Background: an optimization exercise with open tools, aiming at small area. Do not read the settings as production practice. The RTL was checked by simulation tests, not by an equivalence proof against the original design. Power and IR drop assume default switching activity.

## Full_datapath
module Full_datapath( input clk, input rst,
 output [11:0] mem_addr, output [2:0] mem_func, output mem_re, output mem_we,
 output [31:0] mem_wdata, input [31:0] mem_rdata,
 output wb_we, output [4:0] wb_rd, output [31:0] wb_data);
reg        ph;
reg        rdr;
reg        pl;       
reg        wbwe;
reg [31:0] pc;       
reg [31:2] ir1;      
reg [31:2] ir;       
reg [4:0]  wrd;
reg [31:0] r;        
reg [31:1] vld;      
always @(posedge clk or posedge rst)
 if (rst) begin
  ph <= 1'b0; rdr <= 1'b1; pl <= 1'b0; wbwe <= 1'b0; pc <= 32'd0; vld <= 31'd0;
 end else begin
  ph <= ~ph;
  pl <= rdr & ph;
  wbwe <= ph & wen;
  if (ph) begin
   rdr <= taken;
   pc <= pc_next;
   if (wen) vld[ir[11:7]] <= 1'b1;
  end
 end
always @(posedge clk) begin
 ir1 <= mem_rdata[31:2];
 if (ph) ir <= ir1;
 wrd <= ir[11:7];
 r <= ph ? res : rp;
end
wire [4:0] op = ir[6:2];
wire [2:0] f3 = ir[14:12];
wire is_op   = op == 5'b01100;
wire is_opi  = op == 5'b00100;
wire is_ld   = op == 5'b00000;
wire is_st   = op == 5'b01000;
  ...
Size: about 3700 cells after synthesis, about 1200 flip-flops, ~0.052 mm2 of cells after synthesis.
make LEC_CHECK=0 CAP_MARGIN=20 CORE_MARGIN=2 CORE_UTILIZATION=30 PLACE_DENSITY=0.45 SLEW_MARGIN=20 SYNTH_HIERARCHICAL=1 SYNTH_MINIMUM_KEEP_SIZE=0 finish   # period 15.0 ns
run.sh (not shown) runs the stock make flow with config.mk's settings and CLKGATE_MAP_FILE= SYNTH_SCRIPT=/design/flow/synth_recipe.tcl, a recipe that flattens the netlist after the stock synthesis.
Edit:
- CORE_UTILIZATION: 30 -> 55
- PLACE_DENSITY: 0.45 -> 0.65
Wire length shrinks by a few percent.
Power drops by a little under a tenth.
Worst setup slack loses 800 ps.
Area after synthesis does not change.
Sequential power is about the same.
First-iteration DRC count goes up by well over a third.
Final cell count shrinks by about a fifth.
Cell area went down by a few percent.
Flip-flop and latch count is unchanged.
Critical path depth decreases by 5.
Register-to-register slack loses 790 ps.

---

Another version of the RTL of Full_datapath (not shown whole).
Size: ~2700 cells after synthesis, roughly 1200 flip-flops, ~120 I/O pins, ~47000 µm² of cells after synthesis.
## Full_datapath
module Full_datapath( input clk, input rst,
 output [11:0] mem_addr, output [2:0] mem_func, output mem_re, output mem_we,
 output [31:0] mem_wdata, input [31:0] mem_rdata,
 output wb_we, output [4:0] wb_rd, output [31:0] wb_data);
clock: 15.0 ns
lec_check: 0
cap_margin: 20
core_margin: 2
core_utilization: 70
cts_buf_list: sky130_fd_sc_hd__clkbuf_8
cts_cluster_diameter: 70
cts_cluster_size: 15
place_density: 0.8
slew_margin: 20
synth_hierarchical: 1
synth_minimum_keep_size: 0
standard.sh (not shown) runs the stock make flow with config.mk's settings and CLKGATE_MAP_FILE= SYNTH_SCRIPT=/design/flow/synth_recipe.tcl, a recipe that flattens the netlist after the stock synthesis.
==> flow/flow/run.sh <==
#!/bin/bash
# The standard layout, with single-drive buffers (buf_1) on the ports.
# Synthesis is the standard one, unchanged.
set -euo pipefail
bash standard.sh synth > synth.log 2>&1
bash standard.sh 'BUFFER_PORTS_ARGS=-buffer_cell sky130_fd_sc_hd__buf_1' finish > layout.log 2>&1
The starting point finished clean.
Rerun with:
==> flow/run.sh (new file) <==
#!/bin/bash
# synth_recipe.tcl (not shown) runs the flow's synth.tcl, then flattens the netlist and writes it again
# the make line also repeats each setting of config.mk as NAME=value (left out here)
make -C /OpenROAD-flow-scripts/flow DESIGN_CONFIG=/design/flow/config.mk WORK_HOME=/design/flow/orfs CLKGATE_MAP_FILE= SYNTH_SCRIPT=/design/flow/synth_recipe.tcl finish
Settings changed: CAP_MARGIN 20 to 0, CTS_CLUSTER_DIAMETER 70 to 60, CTS_CLUSTER_SIZE 15 to 14, SLEW_MARGIN 20 to 0.
removed: flow/flow/run.sh
removed: flow/standard.sh
Outcome: The changed run went through all stages and came out clean; via count goes down by 0.42%; setup slack is worse by 61 ps; wire length climbs by 1.7%; synthesized area is unchanged; fmax drops by 0.43%; final area is higher by 1.6%; register-to-register slack gets worse by 60 ps; total power rose by 1.9%; global-route usage goes up by 0.58 points; hold slack gains 16 ps; sequential power stays flat.

---

The RTL this note starts from:
==> flow/design.v <==
`timescale 1ns / 1ps
module Full_datapath( input clk, input rst,
 output [11:0] mem_addr, output [2:0] mem_func, output mem_re, output mem_we,
 output [31:0] mem_wdata, input [31:0] mem_rdata,
 output wb_we, output [4:0] wb_rd, output [31:0] wb_data);
reg        ph;
reg        rdr;
reg        pl;
reg        wbwe;
reg [31:0] pc;       
reg [31:2] ir1;      
reg [31:2] ir;       
reg [4:0]  wrd;
reg [31:0] r;        
reg [31:1] vld;      
wire [4:0] op = ir[6:2];
wire [2:0] f3 = ir[14:12];
wire [4:0] rd = ir[11:7];
wire is_op   = op == 5'b01100;
wire is_opi  = op == 5'b00100;
wire is_ld   = op == 5'b00000;
wire is_st   = op == 5'b01000;
wire is_br   = op == 5'b11000;
wire is_jalr = op == 5'b11001;
reg  is_aui;    
reg  is_jal;
wire jump    = is_jal | is_jalr;
wire ok      = ph & ~rdr;
wire wen     = ok & (is_op | is_opi | is_ld | jump | is_aui) & (rd != 5'd0);
wire [31:0] w;        
wire [4:0] ra = ph ? ir[19:15] : ir[24:20];
wire [31:1] wsel;
wire [30:0] rsel;
genvar g, k;
generate for (g = 1; g < 32; g = g + 1) begin : x
 reg [31:0] q;
 assign wsel[g] = wen && rd == g;
 assign rsel[g-1] = ra == g && vld[g];
 always @(posedge clk) if (wsel[g]) q <= w;
end endgenerate
wire [31:0] rp;
generate for (k = 0; k < 32; k = k + 1) begin : rdb
 wire [30:0] col;
 for (g = 1; g < 32; g = g + 1) begin : c
  assign col[g-1] = x[g].q[k];
 end
 rdbit m(col, rsel, rp[k]);
end endgenerate
wire use_r = is_op | is_br;
wire alu_f = is_op | is_opi | is_jalr;    
wire sub = is_br | (alu_f & (f3 == 3'b010 || f3 == 3'b011 || (f3 == 3'b000 && ir[30] && is_op)));
wire [31:0] imm = {{21{ir[31]}}, ir[30:25], is_st ? ir[11:7] : ir[24:20]};
wire [31:0] bx;       
generate for (k = 0; k < 32; k = k + 1) begin : bs
 mxx m(imm[k], r[k], use_r, sub, bx[k]);
end endgenerate
wire [31:0] sum;
wire [16:0] cl;
wire [32:16] c0, c1;
wire [31:16] s0, s1;
assign cl[0] = sub;
assign c0[16] = 1'b0;
assign c1[16] = 1'b1;
generate for (k = 0; k < 16; k = k + 1) begin : al
 fa m(rp[k], bx[k], cl[k], sum[k], cl[k+1]);
end
for (k = 16; k < 32; k = k + 1) begin : ah
 fa m0(rp[k], bx[k], c0[k], s0[k], c0[k+1]);
 fa m1(rp[k], bx[k], c1[k], s1[k], c1[k+1]);
 mx2 m(s0[k], s1[k], cl[16], sum[k]);
end endgenerate
wire cf;
mx2 mc(c0[32], c1[32], cl[16], cf);
wire zf = sum == 32'd0;
wire lt = rp[31] ^ bx[31] ^ cf;
wire sl = f3 == 3'b001;
wire fill = ir[30] & ~sl & rp[31];
wire [31:0] s_0, s_1, s_2, s_3, s_4, s_5;
generate for (k = 0; k < 32; k = k + 1) begin : sh
 mx2i m0(rp[k], rp[31-k], sl, s_0[k]);
 mx2i m1(s_0[k], (k + 1 < 32) ? s_0[(k + 1) % 32] : ~fill, bx[0], s_1[k]);
 mx2i m2(s_1[k], (k + 2 < 32) ? s_1[(k + 2) % 32] : fill, bx[1], s_2[k]);
 mx2i m3(s_2[k], (k + 4 < 32) ? s_2[(k + 4) % 32] : ~fill, bx[2], s_3[k]);
 mx2i m4(s_3[k], (k + 8 < 32) ? s_3[(k + 8) % 32] : fill, bx[3], s_4[k]);
 mx2i m5(s_4[k], (k + 16 < 32) ? s_4[(k + 16) % 32] : ~fill, bx[4], s_5[k]);
end endgenerate
wire s_sum = ~alu_f | f3 == 3'b000;
wire s_shr = alu_f & f3 == 3'b101;
wire s_shl = alu_f & sl;
wire k_xo  = alu_f & (f3 == 3'b100 || f3 == 3'b110);
wire k_ao  = alu_f & (f3 == 3'b110 || f3 == 3'b111);
wire s_lt  = alu_f & f3 == 3'b010;
wire s_ltu = alu_f & f3 == 3'b011;
wire [31:0] alu, alu_l;
generate for (k = 0; k < 32; k = k + 1) begin : ao
 alubit m(sum[k], s_sum, s_5[k], s_shr, s_5[31-k], s_shl, rp[k], bx[k], k_xo, k_ao, alu_l[k]);
end endgenerate
assign alu = {alu_l[31:1], alu_l[0] | (s_lt & lt) | (s_ltu & ~cf)};
reg cond;
always @*
 case (f3)
  3'b000: cond = zf;
  3'b001: cond = ~zf;
  3'b100: cond = lt;
  3'b101: cond = ~lt;
  3'b110: cond = ~cf;
  3'b111: cond = cf;
  default: cond = 1'b0;
 endcase
wire taken = ok & (jump | (is_br & cond));
wire [31:0] pinc;
wire [32:2] ci;
assign ci[2] = ~rdr;
assign pinc[1:0] = pc[1:0];
generate for (k = 2; k < 32; k = k + 1) begin : inc
 ha m(pc[k], ci[k], pinc[k], ci[k+1]);
end endgenerate
wire [31:0] timm;
assign timm[0] = 1'b0;
assign timm[4:1] = is_aui ? 4'd0 : is_jal ? ir[24:21] : ir[11:8];
assign timm[10:5] = is_aui ? 6'd0 : ir[30:25];
assign timm[11] = is_aui ? 1'b0 : is_jal ? ir[20] : ir[7];
assign timm[19:12] = (is_aui | is_jal) ? ir[19:12] : {8{ir[31]}};
assign timm[31:20] = is_aui ? ir[31:20] : {12{ir[31]}};
wire [31:0] tgt;
wire [32:1] ct;
assign tgt[0] = pc[0];
assign ct[1] = 1'b0;
generate for (k = 1; k < 32; k = k + 1) begin : ta
 fa m(pc[k], timm[k], ct[k], tgt[k], ct[k+1]);
end endgenerate
wire p_hold = ~ph;
wire p_inc  = ph & ~taken;
wire p_tgt  = taken & ~is_jalr;
wire p_alu  = taken & is_jalr;
wire [31:0] pc_next;
generate for (k = 0; k < 32; k = k + 1) begin : pn
 ao4 m(pc[k], p_hold, pinc[k], p_inc, tgt[k], p_tgt, alu[k], p_alu, pc_next[k]);
end endgenerate
wire w_j   = ph & jump;
wire w_au  = ph & is_aui;
wire w_ld  = ph & is_ld;
wire w_alu = ph & ~(jump | is_aui | is_ld);
generate for (k = 0; k < 32; k = k + 1) begin : wm
 ao5 m(pinc[k], w_j, tgt[k], w_au, mem_rdata[k], w_ld, alu[k], w_alu, rp[k], ~ph, w[k]);
end endgenerate
always @(posedge clk or posedge rst)
 if (rst) begin
  ph <= 1'b0; rdr <= 1'b1; pl <= 1'b0; wbwe <= 1'b0; pc <= 32'd0; vld <= 31'd0;
 end else begin
  ph <= ~ph;
  pl <= rdr & ph;
  wbwe <= wen;
  rdr <= ph ? taken : rdr;
  pc <= pc_next;
  vld <= vld | wsel;
 end
always @(posedge clk) begin
 ir1 <= mem_rdata[31:2];
 if (ph) begin
  ir <= ir1;
  is_aui <= ir1[6:2] == 5'b00101;
  is_jal <= ir1[6:2] == 5'b11011;
 end
 wrd <= rd;
 r <= w;
end
generate for (k = 0; k < 12; k = k + 1) begin : ma
 mx2 m(pinc[k], sum[k], ph, mem_addr[k]);
end endgenerate
assign mem_func = ph ? f3 : 3'b010;
assign mem_re = ph ? ok & is_ld : pl;
assign mem_we = ok & is_st;
assign mem_wdata = r;
assign wb_we = wbwe;
assign wb_rd = wrd;
assign wb_data = r;
endmodule
module fa(input a, input b, input ci, output s, output co);
assign {co, s} = a + b + ci;
endmodule
module ha(input a, input b, output s, output co);
assign {co, s} = a + b;
endmodule
module mx2(input a0, input a1, input s, output y);
assign y = s ? a1 : a0;
endmodule
module mx2i(input a0, input a1, input s, output y);
assign y = ~(s ? a1 : a0);
endmodule
module mxx(input a0, input a1, input s, input x, output y);
assign y = (s ? a1 : a0) ^ x;
endmodule
module aoi222(input a1, input a2, input b1, input b2, input c1, input c2, output y);
assign y = ~((a1 & a2) | (b1 & b2) | (c1 & c2));
endmodule
module aoi22(input a1, input a2, input b1, input b2, output y);
assign y = ~((a1 & a2) | (b1 & b2));
endmodule
module ao4(input a1, input a2, input b1, input b2, input c1, input c2, input d1, input d2, output y);
assign y = (a1 & a2) | (b1 & b2) | (c1 & c2) | (d1 & d2);
endmodule
module ao5(input a1, input a2, input b1, input b2, input c1, input c2, input d1, input d2,
 input e1, input e2, output y);
assign y = (a1 & a2) | (b1 & b2) | (c1 & c2) | (d1 & d2) | (e1 & e2);
endmodule
module alubit(input sum, input s_sum, input shr, input s_shr, input shl, input s_shl,
 input a, input b, input k_xo, input k_ao, output y);
assign y = (sum & s_sum) | (shr & s_shr) | (shl & s_shl) | ((a ^ b) & k_xo) | (a & b & k_ao);
endmodule
module lgc(input a, input b, input k_xo, input k_ao, output y);
wire x = a ^ b;
assign y = ~((x & k_xo) | (a & b & k_ao));
endmodule
module rdbit(input [30:0] d, input [30:0] s, output y);
wire [10:0] n;
genvar k;
generate for (k = 0; k < 10; k = k + 1) begin : g
 aoi222 c(d[3*k], s[3*k], d[3*k+1], s[3*k+1], d[3*k+2], s[3*k+2], n[k]);
end endgenerate
assign n[10] = ~(d[30] & s[30]);
assign y = ~&n;
endmodule
==> flow/config.mk <==
export PLATFORM = sky130hd
export DESIGN_NAME = Full_datapath
export DESIGN_NICKNAME = Full_datapath
export VERILOG_FILES = /design/flow/design.v
export SDC_FILE = /design/flow/constraint.sdc
export NUM_CORES = 4
export LEC_CHECK = 0
export CAP_MARGIN = 20
export CORE_MARGIN = 2
export CORE_UTILIZATION = 55
export CTS_BUF_LIST = sky130_fd_sc_hd__clkbuf_8
export CTS_CLUSTER_DIAMETER = 60
export CTS_CLUSTER_SIZE = 14
export PLACE_DENSITY = 0.65
export SLEW_MARGIN = 20
export SYNTH_HIERARCHICAL = 1
export SYNTH_MINIMUM_KEEP_SIZE = 0
==> flow/constraint.sdc <==
create_clock -name core_clock -period 15.0 [get_ports {clk}]
set_input_delay 3.0000 -clock core_clock [delete_from_list [all_inputs] [get_ports {clk}]]
set_output_delay 3.0000 -clock core_clock [all_outputs]
set_load 0.01 [all_outputs]
==> flow/flow/run.sh <==
#!/bin/bash
# The standard layout, with single-drive buffers (buf_1) on the ports.
# Synthesis is the standard one, unchanged.
set -euo pipefail
bash standard.sh synth > synth.log 2>&1
bash standard.sh 'BUFFER_PORTS_ARGS=-buffer_cell sky130_fd_sc_hd__buf_1' finish > layout.log 2>&1
Rerun with:
==> flow/run.sh (new file) <==
#!/bin/bash
# synth_recipe.tcl (not shown) runs the flow's synth.tcl, then flattens the netlist and writes it again
# the make line also repeats each setting of config.mk as NAME=value (left out here)
make -C /OpenROAD-flow-scripts/flow DESIGN_CONFIG=/design/flow/config.mk WORK_HOME=/design/flow/orfs CLKGATE_MAP_FILE= SYNTH_SCRIPT=/design/flow/synth_recipe.tcl finish
Settings changed: CORE_UTILIZATION 55 to 70, PLACE_DENSITY 0.65 to 0.8.
removed: flow/flow/run.sh
removed: flow/standard.sh
Effect:
- first-iteration DRC count went up by about 26%
- count of clock-buffer cells in the layout went down by 5
- via count went up by about 3.5%
Rerun with:
Settings changed: CORE_UTILIZATION 70 to 55, PLACE_DENSITY 0.8 to 0.65.
=> The new run finished clean; maximum frequency is about the same; global-route usage drops by 9.8 points; count of clock-buffer cells in the layout climbs by 6; hold slack improves by 4.6 ps; via count drops by 4.3%; critical path depth does not change; setup slack degrades by 39 ps.
Rerun with:
==> flow/flow/run.sh (new file) <==
#!/bin/bash
# The standard layout, with single-drive buffers on the ports and
# power recovery (downsizing of gates off the critical paths) after
# global routing. Synthesis is the standard one, unchanged.
set -euo pipefail
bash standard.sh synth > synth.log 2>&1
bash standard.sh 'BUFFER_PORTS_ARGS=-buffer_cell sky130_fd_sc_hd__buf_1' RECOVER_POWER=100 finish > layout.log 2>&1
==> flow/standard.sh (new file) <==
#!/bin/bash
# synth_recipe.tcl (not shown) runs the flow's synth.tcl, then flattens the netlist and writes it again
# the make line also repeats each setting of config.mk as NAME=value (left out here)
make -C /OpenROAD-flow-scripts/flow DESIGN_CONFIG=/design/flow/config.mk WORK_HOME=/design/flow/orfs CLKGATE_MAP_FILE= SYNTH_SCRIPT=/design/flow/synth_recipe.tcl "${@:-finish}"
removed: flow/run.sh
Now the flow produced a layout that fails on max-capacitance violations, max-slew violations.
Setup slack is better by 81 ps.
Combinational power falls by 17%.
First-iteration DRC count rises by 12%.
Power falls by 1.4%.
Cell count barely changes.
Rerun with:
==> flow/run.sh (new file) <==
#!/bin/bash
# synth_recipe.tcl (not shown) runs the flow's synth.tcl, then flattens the netlist and writes it again
# the make line also repeats each setting of config.mk as NAME=value (left out here)
make -C /OpenROAD-flow-scripts/flow DESIGN_CONFIG=/design/flow/config.mk WORK_HOME=/design/flow/orfs CLKGATE_MAP_FILE= SYNTH_SCRIPT=/design/flow/synth_recipe.tcl finish
Settings changed: CTS_BUF_LIST sky130_fd_sc_hd__clkbuf_8 to sky130_fd_sc_hd__clkbuf_16, CTS_CLUSTER_SIZE 14 to 20.
removed: flow/flow/run.sh
removed: flow/standard.sh
Now the flow completed without violations.
Via count barely changes.
Die area stays the same.
Worst setup slack loses 17 ps.
Clock power grows by 42%.
Total power grows by 14%.
Register-to-register slack loses 20 ps.
Area after synthesis does not change.
Critical path depth does not change.
Hold slack barely changes.

==> re-timing with driven ports <==
The flow's constraints put no driver on any port. The routed layouts listed below were extracted and timed again, unchanged, in two steps. Step 1, drivers: a clkbuf_16 drives clk and a buf_2 each remaining input, both assumed. Step 2 times the ports against the registers' clock, not the clock port: input delays grow and output delays shrink by t, the midpoint of the rising clock arrivals with the driver on. Slacks: ideal / step 1 / step 2; pairs: ideal / step 1.
run | shift t [ns] | slack for setup (ns) | hold WS [ns] | slew at the worst register clock pin (ns) | worst data-port slew with drivers (ns)
the first run of note 1 | 0.843 | 3.437 / 3.354 / 4.197 | 0.398 / 0.398 / 0.398 | 0.07 / 0.07 | 0.06
the second run of note 1 | 0.781 | 2.635 / 2.557 / 3.338 | 0.404 / 0.404 / 0.404 | 0.07 / 0.07 | 0.04
the first run of note 2 | 0.798 | 0.741 / 0.741 / 0.741 | 0.396 / 0.396 / 0.396 | 0.12 / 0.12 | 0.05
the second run of note 2 | 0.798 | 0.680 / 0.680 / 0.680 | 0.412 / 0.412 / 0.412 | 0.10 / 0.10 | 0.04
the first run of note 3 | 0.816 | 0.569 / 0.569 / 0.569 | 0.408 / 0.408 / 0.408 | 0.10 / 0.10 | 0.05
the second run of note 3 | 0.818 | 0.501 / 0.501 / 0.501 | 0.404 / 0.404 / 0.404 | 0.10 / 0.10 | 0.13
the third run of note 3 | 0.816 | 0.462 / 0.462 / 0.462 | 0.409 / 0.409 / 0.409 | 0.10 / 0.10 | 0.08
the fourth run of note 3 | 0.826 | 0.543 / 0.543 / 0.543 | 0.407 / 0.407 / 0.407 | 0.10 / 0.10 | 0.05
the fifth run of note 3 | 0.734 | 0.526 / 0.526 / 0.526 | 0.405 / 0.405 / 0.405 | 0.08 / 0.08 | 0.08
